Source: an optimization exercise on an open RTL-to-GDS flow (aim: small area and a short achievable clock period). Production flows keep margins and buffers that such runs may drop.
No functional check of the RTL was part of any run shown here.
Power is estimated from default activity; no workload was simulated.

File: flow/design.v
module c_dff
  (clk, reset, active, d, q);
   parameter width = 32;
   parameter offset = 0;
   parameter reset_type = 0;
   parameter [offset:(offset+width)-1] reset_value = {width{1'b0}};
   input clk;
   wire  clk;
   input reset;
   wire  reset;
   input active;
   wire  active;   
   input [offset:(offset+width)-1] d;
   output [offset:(offset+width)-1] q;
   reg [offset:(offset+width)-1] q;
  generate
      case(reset_type)
	0:
	  always @(posedge clk, posedge reset)
	    if(reset)
	      q <= reset_value;
	    else if(active)
	      q <= d;
	1:
	  always @(posedge clk)
	    if(reset)
	      q <= reset_value;
	    else if(active)
	      q <= d;
      endcase 
  endgenerate
endmodule
module STDPmodel_4PWL
(reset, clk, A_pre, A_post, start_replay_phase, W_previous, W_new);
	input reset;
	input clk;
	input A_pre;
	input A_post;
	input start_replay_phase;
	input  [31:0] W_previous;
	output [31:0] W_new;
	reg    [31:0] W_new;
	localparam [31:0] W_MAX = 32'h0020_0000;
	reg [2:0] Count_pre, Count_post;
	always @(posedge clk)
	  if (reset)              Count_pre <= 3'd0;
	  else if (A_pre)         Count_pre <= 3'd6;
	  else if (Count_pre!=0)  Count_pre <= Count_pre - 3'd1;
	always @(posedge clk)
	  if (reset)              Count_post <= 3'd0;
	  else if (A_post)        Count_post <= 3'd6;
	  else if (Count_post!=0) Count_post <= Count_post - 3'd1;
	wire nz     = (Count_pre != 3'd0) && (Count_post != 3'd0);
	wire AdaptW = nz && !reset;
	wire [2:0] Delta_Count = Count_post - Count_pre;
	wire d2 = Delta_Count[2];
	wire [2:0] abs_dc = d2 ? (3'd0 - Delta_Count) : Delta_Count;
	reg AdaptW_2, AdaptW_3, AdaptW_4;
	reg sign_dt_hold, sign_dt_q2, sign_dt_q3, sign_dt_q4;
	wire sign_dt_s1 = AdaptW ? d2 : (AdaptW_4 ? sign_dt_hold : 1'b0);
	always @(posedge clk)
	  if (reset) begin
	    AdaptW_2 <= 1'b0; AdaptW_3 <= 1'b0; AdaptW_4 <= 1'b0;
	    sign_dt_hold <= 1'b0;
	    sign_dt_q2 <= 1'b0; sign_dt_q3 <= 1'b0; sign_dt_q4 <= 1'b0;
	  end else begin
	    AdaptW_2 <= AdaptW; AdaptW_3 <= AdaptW_2; AdaptW_4 <= AdaptW_3;
	    sign_dt_hold <= sign_dt_s1;
	    sign_dt_q2 <= sign_dt_s1; sign_dt_q3 <= sign_dt_q2; sign_dt_q4 <= sign_dt_q3;
	  end
	reg [31:0] W_previous_q1, W_previous_q2, W_previous_q3;
	reg v1, v2, v3;
	always @(posedge clk)
	  if (nz) begin
	    W_previous_q1 <= W_previous;
	    W_previous_q2 <= W_previous_q1;
	    W_previous_q3 <= W_previous_q2;
	  end
	always @(posedge clk)
	  if (reset) begin
	    v1 <= 1'b0; v2 <= 1'b0; v3 <= 1'b0;
	  end else if (nz) begin
	    v1 <= 1'b1; v2 <= v1; v3 <= v2;
	  end
	reg        sgn2;
	reg [2:0]  a2;
	always @(posedge clk)
	  if (reset || !AdaptW) begin
	    sgn2 <= 1'b0; a2 <= 3'd0;
	  end else begin
	    sgn2 <= d2; a2 <= abs_dc;
	  end
	wire [3:0] code = {sgn2, a2};
	wire [31:0] ws = sgn2 ? W_previous_q1 : (W_MAX - W_previous_q1);
	wire [16:0] yh = ws[31:15];
	reg [2:0] bc0;
	always @* begin
	  case (code)
	    4'b0001: bc0 = 3'd6;
	    4'b0010: bc0 = 3'd0;
	    4'b0011: bc0 = 3'd6;
	    4'b1001: bc0 = 3'd5;
	    4'b1010: bc0 = 3'd6;
	    4'b1011: bc0 = 3'd1;
	    4'b1100: bc0 = 3'd0;
	    default: bc0 = 3'd0;
	  endcase
	end
	wire [17:0] bm0 = ({18{bc0[0]}} & {1'b0, yh}) | ({18{bc0[1]}} & {yh, 1'b0});
	wire [17:0] bx0 = bm0 ^ {18{bc0[2]}};
	reg [2:0] bc1;
	always @* begin
	  case (code)
	    4'b0001: bc1 = 3'd0;
	    4'b0010: bc1 = 3'd5;
	    4'b0011: bc1 = 3'd5;
	    4'b1001: bc1 = 3'd0;
	    4'b1010: bc1 = 3'd0;
	    4'b1011: bc1 = 3'd5;
	    4'b1100: bc1 = 3'd5;
	    default: bc1 = 3'd0;
	  endcase
	end
	wire [17:0] bm1 = ({18{bc1[0]}} & {1'b0, yh}) | ({18{bc1[1]}} & {yh, 1'b0});
	wire [17:0] bx1 = bm1 ^ {18{bc1[2]}};
	reg [2:0] bc2;
	always @* begin
	  case (code)
	    4'b0001: bc2 = 3'd2;
	    4'b0010: bc2 = 3'd0;
	    4'b0011: bc2 = 3'd2;
	    4'b1001: bc2 = 3'd2;
	    4'b1010: bc2 = 3'd0;
	    4'b1011: bc2 = 3'd2;
	    4'b1100: bc2 = 3'd0;
	    default: bc2 = 3'd0;
	  endcase
	end
	wire [17:0] bm2 = ({18{bc2[0]}} & {1'b0, yh}) | ({18{bc2[1]}} & {yh, 1'b0});
	reg [2:0] bc3;
	always @* begin
	  case (code)
	    4'b0001: bc3 = 3'd0;
	    4'b0010: bc3 = 3'd5;
	    4'b0011: bc3 = 3'd1;
	    4'b1001: bc3 = 3'd1;
	    4'b1010: bc3 = 3'd1;
	    4'b1011: bc3 = 3'd0;
	    4'b1100: bc3 = 3'd0;
	    default: bc3 = 3'd0;
	  endcase
	end
	wire [17:0] bm3 = ({18{bc3[0]}} & {1'b0, yh}) | ({18{bc3[1]}} & {yh, 1'b0});
	wire [17:0] bx3 = bm3 ^ {18{bc3[2]}};
	reg [2:0] bc4;
	always @* begin
	  case (code)
	    4'b0001: bc4 = 3'd5;
	    4'b0010: bc4 = 3'd5;
	    4'b0011: bc4 = 3'd6;
	    4'b1001: bc4 = 3'd2;
	    4'b1010: bc4 = 3'd2;
	    4'b1011: bc4 = 3'd2;
	    4'b1100: bc4 = 3'd2;
	    default: bc4 = 3'd0;
	  endcase
	end
	wire [17:0] bm4 = ({18{bc4[0]}} & {1'b0, yh}) | ({18{bc4[1]}} & {yh, 1'b0});
	wire [17:0] bx4 = bm4 ^ {18{bc4[2]}};
	reg [2:0] bc5;
	always @* begin
	  case (code)
	    4'b0001: bc5 = 3'd2;
	    4'b0010: bc5 = 3'd2;
	    4'b0011: bc5 = 3'd2;
	    4'b1001: bc5 = 3'd0;
	    4'b1010: bc5 = 3'd0;
	    4'b1011: bc5 = 3'd0;
	    4'b1100: bc5 = 3'd0;
	    default: bc5 = 3'd0;
	  endcase
	end
	wire [17:0] bm5 = ({18{bc5[0]}} & {1'b0, yh}) | ({18{bc5[1]}} & {yh, 1'b0});
	reg [10:0] cl;
	always @* begin
	  case (code)
	    4'b0001: cl = 11'd1822;
	    4'b0010: cl = 11'd1724;
	    4'b0011: cl = 11'd1626;
	    4'b1001: cl = 11'd607;
	    4'b1010: cl = 11'd574;
	    4'b1011: cl = 11'd541;
	    4'b1100: cl = 11'd508;
	    default: cl = 11'd0;
	  endcase
	end
	wire [0:0] lw1 = ws[14:14] & {1{cl[1]}};
	wire [1:0] lw2 = ws[14:13] & {2{cl[2]}};
	wire [2:0] lw3 = ws[14:12] & {3{cl[3]}};
	wire [3:0] lw4 = ws[14:11] & {4{cl[4]}};
	wire [4:0] lw5 = ws[14:10] & {5{cl[5]}};
	wire [5:0] lw6 = ws[14:9] & {6{cl[6]}};
	wire [6:0] lw7 = ws[14:8] & {7{cl[7]}};
	wire [7:0] lw8 = ws[14:7] & {8{cl[8]}};
	wire [8:0] lw9 = ws[14:6] & {9{cl[9]}};
	wire [9:0] lw10 = ws[14:5] & {10{cl[10]}};
	wire m_s0 = bx0[0] ^ bc0[2] ^ lw1[0];
	wire m_c0 = (bx0[0] & bc0[2]) | (bx0[0] & lw1[0]) | (bc0[2] & lw1[0]);
	wire m_s1 = lw2[0] ^ lw3[0];
	wire m_c1 = lw2[0] & lw3[0];
	wire m_s2 = bx0[1] ^ lw2[1] ^ lw3[1];
	wire m_c2 = (bx0[1] & lw2[1]) | (bx0[1] & lw3[1]) | (lw2[1] & lw3[1]);
	wire m_s3 = lw4[1] ^ lw5[1];
	wire m_c3 = lw4[1] & lw5[1];
	wire m_s4 = bx0[2] ^ bx1[0] ^ bc1[2];
	wire m_c4 = (bx0[2] & bx1[0]) | (bx0[2] & bc1[2]) | (bx1[0] & bc1[2]);
	wire m_s5 = lw3[2] ^ lw4[2] ^ lw5[2];
	wire m_c5 = (lw3[2] & lw4[2]) | (lw3[2] & lw5[2]) | (lw4[2] & lw5[2]);
	wire m_s6 = bx0[3] ^ bx1[1] ^ lw4[3];
	wire m_c6 = (bx0[3] & bx1[1]) | (bx0[3] & lw4[3]) | (bx1[1] & lw4[3]);
	wire m_s7 = bx0[4] ^ bx1[2];
	wire m_c7 = bx0[4] & bx1[2];
	wire m_s8 = m_s0 ^ m_s1 ^ lw4[0];
	wire m_c8 = (m_s0 & m_s1) | (m_s0 & lw4[0]) | (m_s1 & lw4[0]);
	wire m_s9 = lw5[0] ^ lw6[0];
	wire m_c9 = lw5[0] & lw6[0];
	wire m_s10 = m_s2 ^ m_s3 ^ lw6[1];
	wire m_c10 = (m_s2 & m_s3) | (m_s2 & lw6[1]) | (m_s3 & lw6[1]);
	wire m_s11 = lw7[1] ^ lw8[1] ^ lw9[1];
	wire m_c11 = (lw7[1] & lw8[1]) | (lw7[1] & lw9[1]) | (lw8[1] & lw9[1]);
	wire m_s12 = lw10[1] ^ m_c0;
	wire m_c12 = lw10[1] & m_c0;
	wire m_s13 = m_s4 ^ m_s5 ^ lw6[2];
	wire m_c13 = (m_s4 & m_s5) | (m_s4 & lw6[2]) | (m_s5 & lw6[2]);
	wire m_s14 = lw7[2] ^ lw8[2] ^ lw9[2];
	wire m_c14 = (lw7[2] & lw8[2]) | (lw7[2] & lw9[2]) | (lw8[2] & lw9[2]);
	wire m_s15 = lw10[2] ^ m_c2 ^ m_c3;
	wire m_c15 = (lw10[2] & m_c2) | (lw10[2] & m_c3) | (m_c2 & m_c3);
	wire m_s16 = m_s6 ^ lw5[3] ^ lw6[3];
	wire m_c16 = (m_s6 & lw5[3]) | (m_s6 & lw6[3]) | (lw5[3] & lw6[3]);
	wire m_s17 = lw7[3] ^ lw8[3] ^ lw9[3];
	wire m_c17 = (lw7[3] & lw8[3]) | (lw7[3] & lw9[3]) | (lw8[3] & lw9[3]);
	wire m_s18 = lw10[3] ^ m_c4 ^ m_c5;
	wire m_c18 = (lw10[3] & m_c4) | (lw10[3] & m_c5) | (m_c4 & m_c5);
	wire m_s19 = m_s7 ^ bm2[0] ^ lw5[4];
	wire m_c19 = (m_s7 & bm2[0]) | (m_s7 & lw5[4]) | (bm2[0] & lw5[4]);
	wire m_s20 = lw6[4] ^ lw7[4] ^ lw8[4];
	wire m_c20 = (lw6[4] & lw7[4]) | (lw6[4] & lw8[4]) | (lw7[4] & lw8[4]);
	wire m_s21 = lw9[4] ^ lw10[4] ^ m_c6;
	wire m_c21 = (lw9[4] & lw10[4]) | (lw9[4] & m_c6) | (lw10[4] & m_c6);
	wire m_s22 = bx0[5] ^ bx1[3] ^ bm2[1];
	wire m_c22 = (bx0[5] & bx1[3]) | (bx0[5] & bm2[1]) | (bx1[3] & bm2[1]);
	wire m_s23 = lw6[5] ^ lw7[5] ^ lw8[5];
	wire m_c23 = (lw6[5] & lw7[5]) | (lw6[5] & lw8[5]) | (lw7[5] & lw8[5]);
	wire m_s24 = lw9[5] ^ lw10[5] ^ m_c7;
	wire m_c24 = (lw9[5] & lw10[5]) | (lw9[5] & m_c7) | (lw10[5] & m_c7);
	wire m_s25 = bx0[6] ^ bx1[4] ^ bm2[2];
	wire m_c25 = (bx0[6] & bx1[4]) | (bx0[6] & bm2[2]) | (bx1[4] & bm2[2]);
	wire m_s26 = bx3[0] ^ bc3[2] ^ lw7[6];
	wire m_c26 = (bx3[0] & bc3[2]) | (bx3[0] & lw7[6]) | (bc3[2] & lw7[6]);
	wire m_s27 = lw8[6] ^ lw9[6] ^ lw10[6];
	wire m_c27 = (lw8[6] & lw9[6]) | (lw8[6] & lw10[6]) | (lw9[6] & lw10[6]);
	wire m_s28 = bx0[7] ^ bx1[5] ^ bm2[3];
	wire m_c28 = (bx0[7] & bx1[5]) | (bx0[7] & bm2[3]) | (bx1[5] & bm2[3]);
	wire m_s29 = bx3[1] ^ lw8[7] ^ lw9[7];
	wire m_c29 = (bx3[1] & lw8[7]) | (bx3[1] & lw9[7]) | (lw8[7] & lw9[7]);
	wire m_s30 = bx0[8] ^ bx1[6] ^ bm2[4];
	wire m_c30 = (bx0[8] & bx1[6]) | (bx0[8] & bm2[4]) | (bx1[6] & bm2[4]);
	wire m_s31 = bx3[2] ^ bx4[0] ^ bc4[2];
	wire m_c31 = (bx3[2] & bx4[0]) | (bx3[2] & bc4[2]) | (bx4[0] & bc4[2]);
	wire m_s32 = bx0[9] ^ bx1[7] ^ bm2[5];
	wire m_c32 = (bx0[9] & bx1[7]) | (bx0[9] & bm2[5]) | (bx1[7] & bm2[5]);
	wire m_s33 = bx0[10] ^ bx1[8];
	wire m_c33 = bx0[10] & bx1[8];
	wire m_s34 = bx0[11] ^ bx1[9];
	wire m_c34 = bx0[11] & bx1[9];
	wire m_s35 = bx0[12] ^ bx1[10];
	wire m_c35 = bx0[12] & bx1[10];
	wire m_s36 = bx0[13] ^ bx1[11];
	wire m_c36 = bx0[13] & bx1[11];
	wire m_s37 = bx0[14] ^ bx1[12];
	wire m_c37 = bx0[14] & bx1[12];
	wire m_s38 = bx0[15] ^ bx1[13];
	wire m_c38 = bx0[15] & bx1[13];
	wire m_s39 = bx0[16] ^ bx1[14];
	wire m_c39 = bx0[16] & bx1[14];
	wire m_s40 = bx0[17] ^ bx1[15];
	wire m_c40 = bx0[17] & bx1[15];
	wire m_s41 = ~bc0[2] ^ bx1[16] ^ bm2[14];
	wire m_c41 = (~bc0[2] & bx1[16]) | (~bc0[2] & bm2[14]) | (bx1[16] & bm2[14]);
	wire m_s42 = bx1[17] ^ bm2[15];
	wire m_c42 = bx1[17] & bm2[15];
	wire m_s43 = m_s8 ^ m_s9 ^ lw7[0];
	wire m_c43 = (m_s8 & m_s9) | (m_s8 & lw7[0]) | (m_s9 & lw7[0]);
	wire m_s44 = m_s10 ^ m_s11 ^ m_s12;
	wire m_c44 = (m_s10 & m_s11) | (m_s10 & m_s12) | (m_s11 & m_s12);
	wire m_s45 = m_c1 ^ m_c8;
	wire m_c45 = m_c1 & m_c8;
	wire m_s46 = m_s13 ^ m_s14 ^ m_s15;
	wire m_c46 = (m_s13 & m_s14) | (m_s13 & m_s15) | (m_s14 & m_s15);
	wire m_s47 = m_c10 ^ m_c11 ^ m_c12;
	wire m_c47 = (m_c10 & m_c11) | (m_c10 & m_c12) | (m_c11 & m_c12);
	wire m_s48 = m_s16 ^ m_s17 ^ m_s18;
	wire m_c48 = (m_s16 & m_s17) | (m_s16 & m_s18) | (m_s17 & m_s18);
	wire m_s49 = m_c13 ^ m_c14 ^ m_c15;
	wire m_c49 = (m_c13 & m_c14) | (m_c13 & m_c15) | (m_c14 & m_c15);
	wire m_s50 = m_s19 ^ m_s20 ^ m_s21;
	wire m_c50 = (m_s19 & m_s20) | (m_s19 & m_s21) | (m_s20 & m_s21);
	wire m_s51 = m_c16 ^ m_c17 ^ m_c18;
	wire m_c51 = (m_c16 & m_c17) | (m_c16 & m_c18) | (m_c17 & m_c18);
	wire m_s52 = m_s22 ^ m_s23 ^ m_s24;
	wire m_c52 = (m_s22 & m_s23) | (m_s22 & m_s24) | (m_s23 & m_s24);
	wire m_s53 = m_c19 ^ m_c20 ^ m_c21;
	wire m_c53 = (m_c19 & m_c20) | (m_c19 & m_c21) | (m_c20 & m_c21);
	wire m_s54 = m_s25 ^ m_s26 ^ m_s27;
	wire m_c54 = (m_s25 & m_s26) | (m_s25 & m_s27) | (m_s26 & m_s27);
	wire m_s55 = m_c22 ^ m_c23 ^ m_c24;
	wire m_c55 = (m_c22 & m_c23) | (m_c22 & m_c24) | (m_c23 & m_c24);
	wire m_s56 = m_s28 ^ m_s29 ^ lw10[7];
	wire m_c56 = (m_s28 & m_s29) | (m_s28 & lw10[7]) | (m_s29 & lw10[7]);
	wire m_s57 = m_c25 ^ m_c26 ^ m_c27;
	wire m_c57 = (m_c25 & m_c26) | (m_c25 & m_c27) | (m_c26 & m_c27);
	wire m_s58 = m_s30 ^ m_s31 ^ lw9[8];
	wire m_c58 = (m_s30 & m_s31) | (m_s30 & lw9[8]) | (m_s31 & lw9[8]);
	wire m_s59 = lw10[8] ^ m_c28 ^ m_c29;
	wire m_c59 = (lw10[8] & m_c28) | (lw10[8] & m_c29) | (m_c28 & m_c29);
	wire m_s60 = m_s32 ^ bx3[3] ^ bx4[1];
	wire m_c60 = (m_s32 & bx3[3]) | (m_s32 & bx4[1]) | (bx3[3] & bx4[1]);
	wire m_s61 = lw10[9] ^ m_c30 ^ m_c31;
	wire m_c61 = (lw10[9] & m_c30) | (lw10[9] & m_c31) | (m_c30 & m_c31);
	wire m_s62 = m_s33 ^ bm2[6] ^ bx3[4];
	wire m_c62 = (m_s33 & bm2[6]) | (m_s33 & bx3[4]) | (bm2[6] & bx3[4]);
	wire m_s63 = bx4[2] ^ bm5[0] ^ m_c32;
	wire m_c63 = (bx4[2] & bm5[0]) | (bx4[2] & m_c32) | (bm5[0] & m_c32);
	wire m_s64 = m_s34 ^ bm2[7] ^ bx3[5];
	wire m_c64 = (m_s34 & bm2[7]) | (m_s34 & bx3[5]) | (bm2[7] & bx3[5]);
	wire m_s65 = bx4[3] ^ bm5[1] ^ m_c33;
	wire m_c65 = (bx4[3] & bm5[1]) | (bx4[3] & m_c33) | (bm5[1] & m_c33);
	wire m_s66 = m_s35 ^ bm2[8] ^ bx3[6];
	wire m_c66 = (m_s35 & bm2[8]) | (m_s35 & bx3[6]) | (bm2[8] & bx3[6]);
	wire m_s67 = bx4[4] ^ bm5[2] ^ m_c34;
	wire m_c67 = (bx4[4] & bm5[2]) | (bx4[4] & m_c34) | (bm5[2] & m_c34);
	wire m_s68 = m_s36 ^ bm2[9] ^ bx3[7];
	wire m_c68 = (m_s36 & bm2[9]) | (m_s36 & bx3[7]) | (bm2[9] & bx3[7]);
	wire m_s69 = bx4[5] ^ bm5[3] ^ m_c35;
	wire m_c69 = (bx4[5] & bm5[3]) | (bx4[5] & m_c35) | (bm5[3] & m_c35);
	wire m_s70 = m_s37 ^ bm2[10] ^ bx3[8];
	wire m_c70 = (m_s37 & bm2[10]) | (m_s37 & bx3[8]) | (bm2[10] & bx3[8]);
	wire m_s71 = bx4[6] ^ bm5[4] ^ m_c36;
	wire m_c71 = (bx4[6] & bm5[4]) | (bx4[6] & m_c36) | (bm5[4] & m_c36);
	wire m_s72 = m_s38 ^ bm2[11] ^ bx3[9];
	wire m_c72 = (m_s38 & bm2[11]) | (m_s38 & bx3[9]) | (bm2[11] & bx3[9]);
	wire m_s73 = bx4[7] ^ bm5[5] ^ m_c37;
	wire m_c73 = (bx4[7] & bm5[5]) | (bx4[7] & m_c37) | (bm5[5] & m_c37);
	wire m_s74 = m_s39 ^ bm2[12] ^ bx3[10];
	wire m_c74 = (m_s39 & bm2[12]) | (m_s39 & bx3[10]) | (bm2[12] & bx3[10]);
	wire m_s75 = bx4[8] ^ bm5[6] ^ m_c38;
	wire m_c75 = (bx4[8] & bm5[6]) | (bx4[8] & m_c38) | (bm5[6] & m_c38);
	wire m_s76 = m_s40 ^ bm2[13] ^ bx3[11];
	wire m_c76 = (m_s40 & bm2[13]) | (m_s40 & bx3[11]) | (bm2[13] & bx3[11]);
	wire m_s77 = bx4[9] ^ bm5[7] ^ m_c39;
	wire m_c77 = (bx4[9] & bm5[7]) | (bx4[9] & m_c39) | (bm5[7] & m_c39);
	wire m_s78 = m_s41 ^ bx3[12] ^ bx4[10];
	wire m_c78 = (m_s41 & bx3[12]) | (m_s41 & bx4[10]) | (bx3[12] & bx4[10]);
	wire m_s79 = bm5[8] ^ m_c40 ^ 1'b1;
	wire m_c79 = (bm5[8] & m_c40) | (bm5[8] & 1'b1) | (m_c40 & 1'b1);
	wire m_s80 = m_s42 ^ bx3[13] ^ bx4[11];
	wire m_c80 = (m_s42 & bx3[13]) | (m_s42 & bx4[11]) | (bx3[13] & bx4[11]);
	wire m_s81 = bm5[9] ^ m_c41 ^ 1'b1;
	wire m_c81 = (bm5[9] & m_c41) | (bm5[9] & 1'b1) | (m_c41 & 1'b1);
	wire m_s82 = ~bc1[2] ^ bm2[16] ^ bx3[14];
	wire m_c82 = (~bc1[2] & bm2[16]) | (~bc1[2] & bx3[14]) | (bm2[16] & bx3[14]);
	wire m_s83 = bx4[12] ^ bm5[10] ^ m_c42;
	wire m_c83 = (bx4[12] & bm5[10]) | (bx4[12] & m_c42) | (bm5[10] & m_c42);
	wire m_s84 = bm2[17] ^ bx3[15] ^ bx4[13];
	wire m_c84 = (bm2[17] & bx3[15]) | (bm2[17] & bx4[13]) | (bx3[15] & bx4[13]);
	wire m_s85 = bm5[11] ^ 1'b1;
	wire m_c85 = bm5[11] & 1'b1;
	wire m_s86 = bx3[16] ^ bx4[14] ^ bm5[12];
	wire m_c86 = (bx3[16] & bx4[14]) | (bx3[16] & bm5[12]) | (bx4[14] & bm5[12]);
	wire m_s87 = bx3[17] ^ bx4[15];
	wire m_c87 = bx3[17] & bx4[15];
	wire m_s88 = m_s43 ^ lw8[0];
	wire m_c88 = m_s43 & lw8[0];
	wire m_s89 = m_s44 ^ m_s45 ^ m_c9;
	wire m_c89 = (m_s44 & m_s45) | (m_s44 & m_c9) | (m_s45 & m_c9);
	wire m_s90 = m_s46 ^ m_s47 ^ m_c44;
	wire m_c90 = (m_s46 & m_s47) | (m_s46 & m_c44) | (m_s47 & m_c44);
	wire m_s91 = m_s48 ^ m_s49 ^ m_c46;
	wire m_c91 = (m_s48 & m_s49) | (m_s48 & m_c46) | (m_s49 & m_c46);
	wire m_s92 = m_s50 ^ m_s51 ^ m_c48;
	wire m_c92 = (m_s50 & m_s51) | (m_s50 & m_c48) | (m_s51 & m_c48);
	wire m_s93 = m_s52 ^ m_s53 ^ m_c50;
	wire m_c93 = (m_s52 & m_s53) | (m_s52 & m_c50) | (m_s53 & m_c50);
	wire m_s94 = m_s54 ^ m_s55 ^ m_c52;
	wire m_c94 = (m_s54 & m_s55) | (m_s54 & m_c52) | (m_s55 & m_c52);
	wire m_s95 = m_s56 ^ m_s57 ^ m_c54;
	wire m_c95 = (m_s56 & m_s57) | (m_s56 & m_c54) | (m_s57 & m_c54);
	wire m_s96 = m_s58 ^ m_s59 ^ m_c56;
	wire m_c96 = (m_s58 & m_s59) | (m_s58 & m_c56) | (m_s59 & m_c56);
	wire m_s97 = m_s60 ^ m_s61 ^ m_c58;
	wire m_c97 = (m_s60 & m_s61) | (m_s60 & m_c58) | (m_s61 & m_c58);
	wire m_s98 = m_s62 ^ m_s63 ^ m_c60;
	wire m_c98 = (m_s62 & m_s63) | (m_s62 & m_c60) | (m_s63 & m_c60);
	wire m_s99 = m_s64 ^ m_s65 ^ m_c62;
	wire m_c99 = (m_s64 & m_s65) | (m_s64 & m_c62) | (m_s65 & m_c62);
	wire m_s100 = m_s66 ^ m_s67 ^ m_c64;
	wire m_c100 = (m_s66 & m_s67) | (m_s66 & m_c64) | (m_s67 & m_c64);
	wire m_s101 = m_s68 ^ m_s69 ^ m_c66;
	wire m_c101 = (m_s68 & m_s69) | (m_s68 & m_c66) | (m_s69 & m_c66);
	wire m_s102 = m_s70 ^ m_s71 ^ m_c68;
	wire m_c102 = (m_s70 & m_s71) | (m_s70 & m_c68) | (m_s71 & m_c68);
	wire m_s103 = m_s72 ^ m_s73 ^ m_c70;
	wire m_c103 = (m_s72 & m_s73) | (m_s72 & m_c70) | (m_s73 & m_c70);
	wire m_s104 = m_s74 ^ m_s75 ^ m_c72;
	wire m_c104 = (m_s74 & m_s75) | (m_s74 & m_c72) | (m_s75 & m_c72);
	wire m_s105 = m_s76 ^ m_s77 ^ m_c74;
	wire m_c105 = (m_s76 & m_s77) | (m_s76 & m_c74) | (m_s77 & m_c74);
	wire m_s106 = m_s78 ^ m_s79 ^ m_c76;
	wire m_c106 = (m_s78 & m_s79) | (m_s78 & m_c76) | (m_s79 & m_c76);
	wire m_s107 = m_s80 ^ m_s81 ^ m_c78;
	wire m_c107 = (m_s80 & m_s81) | (m_s80 & m_c78) | (m_s81 & m_c78);
	wire m_s108 = m_s82 ^ m_s83 ^ m_c80;
	wire m_c108 = (m_s82 & m_s83) | (m_s82 & m_c80) | (m_s83 & m_c80);
	wire m_s109 = m_s84 ^ m_s85 ^ m_c82;
	wire m_c109 = (m_s84 & m_s85) | (m_s84 & m_c82) | (m_s85 & m_c82);
	wire m_s110 = m_s86 ^ m_c84 ^ m_c85;
	wire m_c110 = (m_s86 & m_c84) | (m_s86 & m_c85) | (m_c84 & m_c85);
	wire m_s111 = m_s87 ^ bm5[13] ^ m_c86;
	wire m_c111 = (m_s87 & bm5[13]) | (m_s87 & m_c86) | (bm5[13] & m_c86);
	wire m_s112 = ~bc3[2] ^ bx4[16] ^ bm5[14];
	wire m_c112 = (~bc3[2] & bx4[16]) | (~bc3[2] & bm5[14]) | (bx4[16] & bm5[14]);
	wire m_s113 = bx4[17] ^ bm5[15];
	wire m_c113 = bx4[17] & bm5[15];
	wire m_s114 = m_s88 ^ lw9[0];
	wire m_c114 = m_s88 & lw9[0];
	wire m_s115 = m_s89 ^ m_c43 ^ m_c88;
	wire m_c115 = (m_s89 & m_c43) | (m_s89 & m_c88) | (m_c43 & m_c88);
	wire m_s116 = m_s90 ^ m_c45 ^ m_c89;
	wire m_c116 = (m_s90 & m_c45) | (m_s90 & m_c89) | (m_c45 & m_c89);
	wire m_s117 = m_s91 ^ m_c47 ^ m_c90;
	wire m_c117 = (m_s91 & m_c47) | (m_s91 & m_c90) | (m_c47 & m_c90);
	wire m_s118 = m_s92 ^ m_c49 ^ m_c91;
	wire m_c118 = (m_s92 & m_c49) | (m_s92 & m_c91) | (m_c49 & m_c91);
	wire m_s119 = m_s93 ^ m_c51 ^ m_c92;
	wire m_c119 = (m_s93 & m_c51) | (m_s93 & m_c92) | (m_c51 & m_c92);
	wire m_s120 = m_s94 ^ m_c53 ^ m_c93;
	wire m_c120 = (m_s94 & m_c53) | (m_s94 & m_c93) | (m_c53 & m_c93);
	wire m_s121 = m_s95 ^ m_c55 ^ m_c94;
	wire m_c121 = (m_s95 & m_c55) | (m_s95 & m_c94) | (m_c55 & m_c94);
	wire m_s122 = m_s96 ^ m_c57 ^ m_c95;
	wire m_c122 = (m_s96 & m_c57) | (m_s96 & m_c95) | (m_c57 & m_c95);
	wire m_s123 = m_s97 ^ m_c59 ^ m_c96;
	wire m_c123 = (m_s97 & m_c59) | (m_s97 & m_c96) | (m_c59 & m_c96);
	wire m_s124 = m_s98 ^ m_c61 ^ m_c97;
	wire m_c124 = (m_s98 & m_c61) | (m_s98 & m_c97) | (m_c61 & m_c97);
	wire m_s125 = m_s99 ^ m_c63 ^ m_c98;
	wire m_c125 = (m_s99 & m_c63) | (m_s99 & m_c98) | (m_c63 & m_c98);
	wire m_s126 = m_s100 ^ m_c65 ^ m_c99;
	wire m_c126 = (m_s100 & m_c65) | (m_s100 & m_c99) | (m_c65 & m_c99);
	wire m_s127 = m_s101 ^ m_c67 ^ m_c100;
	wire m_c127 = (m_s101 & m_c67) | (m_s101 & m_c100) | (m_c67 & m_c100);
	wire m_s128 = m_s102 ^ m_c69 ^ m_c101;
	wire m_c128 = (m_s102 & m_c69) | (m_s102 & m_c101) | (m_c69 & m_c101);
	wire m_s129 = m_s103 ^ m_c71 ^ m_c102;
	wire m_c129 = (m_s103 & m_c71) | (m_s103 & m_c102) | (m_c71 & m_c102);
	wire m_s130 = m_s104 ^ m_c73 ^ m_c103;
	wire m_c130 = (m_s104 & m_c73) | (m_s104 & m_c103) | (m_c73 & m_c103);
	wire m_s131 = m_s105 ^ m_c75 ^ m_c104;
	wire m_c131 = (m_s105 & m_c75) | (m_s105 & m_c104) | (m_c75 & m_c104);
	wire m_s132 = m_s106 ^ m_c77 ^ m_c105;
	wire m_c132 = (m_s106 & m_c77) | (m_s106 & m_c105) | (m_c77 & m_c105);
	wire m_s133 = m_s107 ^ m_c79 ^ m_c106;
	wire m_c133 = (m_s107 & m_c79) | (m_s107 & m_c106) | (m_c79 & m_c106);
	wire m_s134 = m_s108 ^ m_c81 ^ m_c107;
	wire m_c134 = (m_s108 & m_c81) | (m_s108 & m_c107) | (m_c81 & m_c107);
	wire m_s135 = m_s109 ^ m_c83 ^ m_c108;
	wire m_c135 = (m_s109 & m_c83) | (m_s109 & m_c108) | (m_c83 & m_c108);
	wire m_s136 = m_s110 ^ m_c109 ^ 1'b1;
	wire m_c136 = (m_s110 & m_c109) | (m_s110 & 1'b1) | (m_c109 & 1'b1);
	wire m_s137 = m_s111 ^ m_c110 ^ 1'b1;
	wire m_c137 = (m_s111 & m_c110) | (m_s111 & 1'b1) | (m_c110 & 1'b1);
	wire m_s138 = m_s112 ^ m_c87 ^ m_c111;
	wire m_c138 = (m_s112 & m_c87) | (m_s112 & m_c111) | (m_c87 & m_c111);
	wire m_s139 = m_s113 ^ m_c112 ^ 1'b1;
	wire m_c139 = (m_s113 & m_c112) | (m_s113 & 1'b1) | (m_c112 & 1'b1);
	wire m_s140 = ~bc4[2] ^ bm5[16] ^ m_c113;
	wire m_c140 = (~bc4[2] & bm5[16]) | (~bc4[2] & m_c113) | (bm5[16] & m_c113);
	wire m_s141 = bm5[17] ^ 1'b1;
	wire m_c141 = bm5[17] & 1'b1;
	wire [31:0] prod_a = {1'b1, 1'b1, 1'b1, 1'b1, m_s141, m_s140, m_s139, m_s138, m_s137, m_s136, m_s135, m_s134, m_s133, m_s132, m_s131, m_s130, m_s129, m_s128, m_s127, m_s126, m_s125, m_s124, m_s123, m_s122, m_s121, m_s120, m_s119, m_s118, m_s117, m_s116, m_s115, m_s114};
	wire [31:0] prod_b = {1'b0, 1'b0, 1'b0, m_c141, m_c140, m_c139, m_c138, m_c137, m_c136, m_c135, m_c134, m_c133, m_c132, m_c131, m_c130, m_c129, m_c128, m_c127, m_c126, m_c125, m_c124, m_c123, m_c122, m_c121, m_c120, m_c119, m_c118, m_c117, m_c116, m_c115, m_c114, lw10[0]};
	reg [31:0] P3a, P3b;
	reg        sgn3;
	always @(posedge clk) begin
	  P3a  <= prod_a;
	  P3b  <= prod_b;
	  sgn3 <= sgn2;
	end
	wire [31:0] base = nz ? (v2 ? W_previous_q2 : 32'd0)
	                      : (v3 ? W_previous_q3 : 32'd0);
	wire [31:0] xa = P3a ^ {32{sgn3}};
	wire [31:0] xb = P3b ^ {32{sgn3}};
	wire [31:0] cs_s = base ^ xa ^ xb;
	wire [31:0] cs_c = (base & xa) | (base & xb) | (xa & xb);
	reg  [31:0] WB4;
	always @(posedge clk)
	  WB4 <= cs_s + {cs_c[30:0], sgn3} + {31'd0, sgn3};
	wire [31:0] W_B = AdaptW_4 ? WB4 : W_previous;
	always @(posedge clk)
	  if (start_replay_phase && (AdaptW_4 || AdaptW) && W_B[31])
	    W_new <= sign_dt_q4 ? 32'd0 : W_MAX;
	  else if (start_replay_phase && (AdaptW_4 || AdaptW))
	    W_new <= W_B;
	  else
	    W_new <= W_previous;
endmodule
File: flow/run.sh
#!/bin/bash
# synth_recipe.tcl (not shown) runs the flow's synth.tcl, then flattens the netlist and writes it again
# the make line also repeats each setting of config.mk as NAME=value (left out here)
make -C /OpenROAD-flow-scripts/flow DESIGN_CONFIG=/design/flow/config.mk WORK_HOME=/design/flow/orfs CLKGATE_MAP_FILE= SYNTH_SCRIPT=/design/flow/synth_recipe.tcl finish
File: flow/config.mk
export PLATFORM = sky130hd
export DESIGN_NAME = STDPmodel_4PWL
export DESIGN_NICKNAME = STDPmodel_4PWL
export VERILOG_FILES = /design/flow/design.v
export SDC_FILE = /design/flow/constraint.sdc
export NUM_CORES = 4
export LEC_CHECK = 0
export ABC_CLOCK_PERIOD_IN_PS = 4000
export CAP_MARGIN = 20
export CORE_MARGIN = 2
export CORE_UTILIZATION = 40
export SETUP_SLACK_MARGIN = 3.5
export SLEW_MARGIN = 20
File: flow/constraint.sdc
create_clock -name core_clock -period 7.5 [get_ports {clk}]
set_input_delay 1.5000 -clock core_clock [delete_from_list [all_inputs] [get_ports {clk}]]
set_output_delay 1.5000 -clock core_clock [all_outputs]
set_load 0.01 [all_outputs]
==> flow_metrics.env, run 1 <==
export IMPL_fill_cells=3369
export IMPL_path_delay_family="adder cells"
export IMPL_grt_pass1_wl_um=71400
export IMPL_die_h_um=202
export IMPL_dp_cells=2126
export IMPL_p_leak_nw=8.83
export IMPL_cts_buffers=27
export IMPL_syn_avg_cell_area_um2=9.86
export IMPL_grt_usage=0.224
export IMPL_reg2reg_slack_ns=2.63
export IMPL_io_pins=69
export IMPL_setup_ws_ns=2.63
export IMPL_fp_row_count=72
export IMPL_area_growth_pct=32.1
export IMPL_hp_start="sign_dt_q4"
export IMPL_gp_congestion=0.914
export IMPL_layout_common_cells="139 x nand2_1, 133 x dfxtp_1, 133 x nor2_1, 131 x inv_1, 100 x buf_4"
export IMPL_critPathMaxStageDelay_ns=0.57
export IMPL_grt_start_max_net_pins=70
export IMPL_period_minus_slack_ns=4.87
export IMPL_drtIter0Drc=1017
export IMPL_met1_usage=0.324
export IMPL_max_cap_viol_count=0
export IMPL_synth_seq_cells=237
export IMPL_ys_types=75
export IMPL_synth_edf_count=96
export IMPL_fmaxAchievable_mhz=205
export IMPL_portBuffers=68
export IMPL_ir_drop_v=0.000169
export IMPL_ys_seq_area_frac=0.363
export IMPL_final_common_cell="nand2_1"
export IMPL_nets=2015
export IMPL_synth_area_leader_cell="edfxtp_1"
export IMPL_busiest_layer="met2"
export IMPL_holdWs_ns=0.406
export IMPL_holdBufCountCts=0
export IMPL_slew_limit_headroom=0.379
export IMPL_clock_sinks=237
export IMPL_vias=12100
export IMPL_grt_use_met2=0.349
export IMPL_setup_viol=0
export IMPL_clock_latency_ns=0.54
export IMPL_postRouteAntennaNets=0
export IMPL_worstSetupStartpointType="flop"
export IMPL_power_per_cell_area_nw_per_um2=283
export IMPL_hold_end="W_new[21]"
export IMPL_antenna_found_initial=1
export IMPL_wl_per_cell_um=20.0
export IMPL_coreArea_um2=38700
export IMPL_min_path_type="reg2reg"
export IMPL_placement_setup_worst_slack_ns=2.19
export IMPL_clock_root_buffer="clkbuf_16"
export IMPL_grt_setup_unrepaired="yes"
export IMPL_end_kind="flop"
export IMPL_criticalPathCategory="reg2reg"
export IMPL_grt_pass1_vias=12300
export IMPL_avgViaCountPerCell=5.25
export IMPL_critPathBufInv=5
export IMPL_ys_warn_count=1
export IMPL_cp_max_fo=40
export IMPL_stdcell_count=2310
export IMPL_drc=0
export IMPL_cp_arrival_ns=5.35
export IMPL_hold_violations=0
export IMPL_status="no timing/DRC/antenna violations"
export IMPL_r2r_start="a2[0]"
export IMPL_crit_slowest_cell="fa_2"
export IMPL_fin_skew_ns=0.0173
export IMPL_drive_gt1_frac=0.287
export IMPL_synth_top_area_share=0.183
export IMPL_hold_depth=1
export IMPL_syn_area_um2=15700
export IMPL_min_period_over_period=0.649
export IMPL_cts_tree="yes"
export IMPL_cp_required_ns=7.98
export IMPL_syn_nets=1839
export IMPL_start_util=0.406
export IMPL_cts_max_level=1
export IMPL_max_slew_worst_pin_slew_ns=0.931
export IMPL_ys_flop_type="dfxtp_1"
export IMPL_worstPathCellList="buf_4, clkinv_2, nor2_4, nand2_1, nand2_1, nand2_1, or2_2, fa_2, inv_2, fa_1, inv_1, fa_2, inv_2, fa_2"
export IMPL_grt_overflow_total=0
export IMPL_clk_pin_slew_ns=0.06
export IMPL_die_w_um=202
export IMPL_cts_buffer_depth=3
export IMPL_dp_hpwl_um=32700
export IMPL_reg2reg_to="P3a[7]"
export IMPL_fp_dieArea_um2=40900
export IMPL_drv_slew=0
export IMPL_use_met3=0.0384
export IMPL_r2r_cells=14
export IMPL_synth_area_leaders="edfxtp_1 18%, dfxtp_1 18%, fa_1 18%, ha_1 5.4%, xor2_1 5.0%"
export IMPL_tns_ns=0
export IMPL_drtPass1Iterations=6
export IMPL_synthArstFlopShare=0
export IMPL_routed_wl_um=46200
export IMPL_synthCells=1594
[sequential cells by signal, summed over array words and instances, names as in the netlist, 3 cells and up]
register and cells:
W_previous_q1 32, Count_pre 3, WB4 32, W_previous_q2 32
a2 3, Count_post 3, W_previous_q3 32, P3a 28
P3b 29, W_new 32
[Yosys cell counts (all sizes together) (5+ instances only)]
library cell / count
mux2i: 9
nor3: 21
o221ai: 6
xor2: 91
o21ai: 49
ha: 68
a211oi: 6
dfxtp: 141
nor2b: 11
buf: 19
a22oi: 7
o211ai: 6
a31oi: 12
inv: 173
a22o: 33
a21oi: 102
xnor2: 60
or2: 15
a221o: 5
o21bai: 6
a21o: 17
nor4: 7
o22ai: 10
nand3: 11
and2: 20
or3: 10
nand2b: 18
nand2: 151
nor2: 169
fa: 140
clkbuf: 57
edfxtp: 96
[timing repair]
action / 4_1_cts / 5_1_grt
cloned: 2 / 0
setup buffers: 108 / 23
gates resized for setup: 208 / 91
pin swaps: 130 / 65
setup endpoints to repair: 78 / 69
[where the power goes]
group | switching, W | internal, W
sequential | 0.000166 | 0.00164
combinational | 0.00147 | 0.00121
clock | 0.000547 | 0.000840
[area by class of cell]
type | count | area (µm²) | area share
inverters | 176 | 662 | 0.0319
repair buffers | 223 | 2160 | 0.104
diodes | 2 | 5.00 | 0.000241
flip-flops and latches | 237 | 5720 | 0.275
well taps | 518 | 648 | 0.0312
multi-input cells | 1105 | 10600 | 0.512
clock buffers | 29 | 683 | 0.0329
clock inverters | 20 | 260 | 0.0125
[routing by layer]
metal / wire [µm] / part of all wire
met4: 993 / 0.021
met3: 3130 / 0.068
met5: 0 / 0
met2: 20700 / 0.45
met1: 21400 / 0.46
[logic make-up (layout without fill, tap and decap cells)]
family / count (synthesis) / after routing / synth area share
AND/OR/NAND/NOR: 444 / 444 / 0.129
AO/OA/AOI/OAI: 292 / 292 / 0.123
XOR/XNOR: 151 / 151 / 0.0860
flip-flops: 237 / 237 / 0.363
buffers and inverters: 252 / 448 / 0.0607
adder cells (fa/ha/maj): 208 / 208 / 0.232
other: 0 / 2 / 0
multiplexers: 10 / 10 / 0.00645
[worst max-delay path by stage]
stage | from | to | slack (ns) | cells past startpoint
after floorplan | Count_pre[0] | WB4[30] | 1.89 | 22
after global placement | a2[0] | P3a[7] | 2.12 | 14
after detailed placement | a2[0] | P3a[7] | 2.19 | 14
after CTS | W_previous_q1[1] | P3a[2] | 2.60 | 14
after global routing | W_previous_q1[12] | P3a[2] | 2.54 | 15
final | a2[0] | P3a[7] | 2.63 | 14
[through the flow]
step	power [W]	util	area [µm²]
floorplan	0.00337	-	16300
global placement	0.00394	0.450	17400
detailed placement	0.00395	0.450	17400
CTS	0.00576	0.523	20200
global route	0.00623	0.536	20800
finish	0.00587	0.536	20800
==> run 2: changes to the inputs <==
--- a/flow/config.mk
+++ b/flow/config.mk
@@ -6,8 +6,6 @@
 export NUM_CORES = 4
 export LEC_CHECK = 0
-export ABC_CLOCK_PERIOD_IN_PS = 4000
 export CAP_MARGIN = 20
 export CORE_MARGIN = 2
 export CORE_UTILIZATION = 40
-export SETUP_SLACK_MARGIN = 3.5
 export SLEW_MARGIN = 20
==> flow_metrics.env, run 2 <==
export IMPL_status="no timing/DRC/antenna violations"
export IMPL_cts_tree="yes"
export IMPL_grt_pass1_vias=11300
export IMPL_synth_area_leader_cell="edfxtp_1"
export IMPL_criticalPathCategory="reg2reg"
export IMPL_end_kind="flop"
export IMPL_synth_area_leaders="edfxtp_1 18%, dfxtp_1 18%, fa_1 18%, ha_1 5.4%, xor2_1 5.0%"
export IMPL_insertedDiodeCount=0
export IMPL_cts_resized=0
export IMPL_final_common_cell="inv_1"
export IMPL_coreArea_um2=38700
export IMPL_layout_common_cells="173 x inv_1, 165 x nor2_1, 151 x nand2_1, 140 x dfxtp_1, 140 x fa_1"
export IMPL_hold_violations=0
export IMPL_setup_viol=0
export IMPL_syn_avg_cell_area_um2=9.86
export IMPL_syn_nets=1839
export IMPL_antenna_found_initial=0
export IMPL_drtPass1Iterations=6
export IMPL_ff_latch_area_um2=5710
export IMPL_routed_wl_um=43600
export IMPL_drv_slew=0
export IMPL_avgViaCountPerCell=5.24
export IMPL_nets=1876
export IMPL_fin_skew_ns=0.0412
export IMPL_vias=11400
export IMPL_ys_flop_type="dfxtp_1"
export IMPL_postRouteAntennaNets=0
export IMPL_io_pins=69
export IMPL_synth_top_cells_by_count="173 x inv_1, 167 x nor2_1, 151 x nand2_1, 141 x dfxtp_1, 140 x fa_1"
export IMPL_holdBufCountCts=0
export IMPL_area_growth_pct=13.1
export IMPL_ir_drop_v=0.000154
export IMPL_fill_cells=3664
export IMPL_ys_seq_area_frac=0.363
export IMPL_period_minus_slack_ns=5.45
export IMPL_dp_hpwl_um=33100
export IMPL_min_period_over_period=0.726
export IMPL_start_util=0.406
export IMPL_drc=0
export IMPL_power_per_cell_area_nw_per_um2=288
export IMPL_fp_dieArea_um2=40900
export IMPL_drive_gt1_frac=0.0569
export IMPL_cts_max_level=1
export IMPL_clock_sinks=237
export IMPL_cp_required_ns=7.91
export IMPL_die_h_um=202
export IMPL_wl_per_cell_um=20.1
export IMPL_utilization=0.459
export IMPL_ys_types=75
export IMPL_clock_root_buffer="clkbuf_16"
export IMPL_grt_setup_unrepaired="no"
export IMPL_tns_ns=0
export IMPL_cts_buffers=26
export IMPL_synthArstFlopShare=0
export IMPL_ys_warn_count=1
export IMPL_syn_area_um2=15700
export IMPL_dp_cells=2121
export IMPL_fp_row_count=72
export IMPL_synth_most_common_cell="inv_1"
export IMPL_die_w_um=202
export IMPL_synth_top_area_share=0.183
export IMPL_clk_pin_slew_ns=0.06
export IMPL_fmaxAchievable_mhz=184
export IMPL_stdcell_count=2169
export IMPL_grt_overflow_total=0
export IMPL_post_cts_buffers=0
export IMPL_synth_seq_cells=237
export IMPL_max_slew_worst_pin_slew_ns=1.00
export IMPL_drtIter0Drc=1003
export IMPL_cts_buffer_depth=3
export IMPL_cp_max_fo=8
export IMPL_cp_arrival_ns=5.85
export IMPL_grt_usage=0.213
export IMPL_max_cap_viol_count=0
export IMPL_synth_edf_count=96
export IMPL_slew_limit_headroom=0.330
export IMPL_p_leak_nw=7.83
export IMPL_min_path_type="reg2reg"
export IMPL_multiInputGateArea_um2=9070
export IMPL_gp_congestion=0.946
export IMPL_clock_latency_ns=0.57
export IMPL_synthCells=1594
export IMPL_worstSetupStartpointType="flop"
export IMPL_grt_pass1_wl_um=67600
export IMPL_portBuffers=68
export IMPL_grt_start_max_net_pins=71
-- run 2: critical path: stages (launching register included) --
cell and delay (ns):
edfxtp_1 0.39, or4_4 0.60, nor3_4 0.36, nand2b_1 0.18, nor2_1 0.25, a21oi_1 0.12, xnor2_1 0.64, nor2_1 0.21
fa_1 0.56, fa_1 0.50, inv_1 0.05, fa_1 0.47, fa_1 0.51, inv_1 0.05, fa_1 0.42
-- run 2: worst paths after layout --
| check | start | end | slack, ns | cells after the start |
|---|---|---|---|---|
| worst max-delay path | W_previous_q1[0] | P3a[1] | 2.05 | 14 |
| worst min-delay path | sign_dt_q4 | W_new[21] | 0.41 | 1 |
| worst max register to register | W_previous_q1[0] | P3a[1] | 2.05 | 14 |
| worst min register to register | sign_dt_q4 | W_new[21] | 0.41 | 1 |
-- run 2: layout make-up --
cell class                 instances  share of cell area
multi-input combinational       1105               0.510
sequential                       237               0.321
timing repair buffer              85              0.0455
clock buffer                      34              0.0412
inverter                         176              0.0372
tap                              518              0.0365
clock inverter                    14             0.00837
-- run 2: kinds of logic (layout without fill, tap and decap cells) --
kind of cell    count (synthesis)  after routing  share of synthesized area
xor+xnor                      151            151                     0.0860
buf+inv                       252            309                     0.0607
fa+ha+maj                     208            208                      0.232
mux                            10             10                    0.00645
compound gates                292            292                      0.123
flops                         237            237                      0.363
simple gates                  444            444                      0.129
-- run 2: power breakdown --
part | total (W) | leakage (nW) | switching [W] | internal [W]
clock network | 0.00132 | 0.439 | 0.000531 | 0.000790
registers | 0.00180 | 2.09 | 0.000160 | 0.00164
logic | 0.00200 | 5.30 | 0.00119 | 0.000802
-- run 2: routing by layer --
metal	routed length [µm]	vias to the layer above	track usage
li1	-	5338	-
met1	21100	5597	0.327
met2	18500	381	0.315
met3	3230	49	0.0332
met4	771	0	0.0482
met5	0	-	0
-- run 2: through the flow --
step	cell area, µm²	setup slack, ns	hold slack, ns	power, W
floorplan	15700	0.313	0.354	0.00322
global placement	16900	1.80	0.413	0.00379
detailed placement	16900	2.12	0.408	0.00380
CTS	17800	2.10	0.417	0.00514
global route	17800	1.73	0.432	0.00546
finish	17800	2.05	0.413	0.00511

[separate check: timing with driven ports]
In the flow no input, the clock included, has a driving cell. The finished layouts below were timed again as built, in two steps.
Step 1: set_driving_cell puts a clkbuf_16 on clk and a buf_2 on each other input, an assumption about the parent block.
Step 2 also shifts input and output timing later by t, the mid clock arrival at the registers, as if the neighbouring blocks saw the same clock.
Slacks: ideal ports / drivers / drivers and shift; pairs: ideal ports / drivers.
| run | shift t [ns] | setup WS [ns] | worst setup path after step 2 | slew at the worst register clock pin (ns) |
|---|---|---|---|---|
| run 1 | 0.576 | 2.631 / 2.631 / 2.631 | register to register | 0.06 / 0.06 |
| run 2 | 0.598 | 2.053 / 2.053 / 2.053 | register to register | 0.07 / 0.07 |
After both steps setup and hold are still met in every run listed.
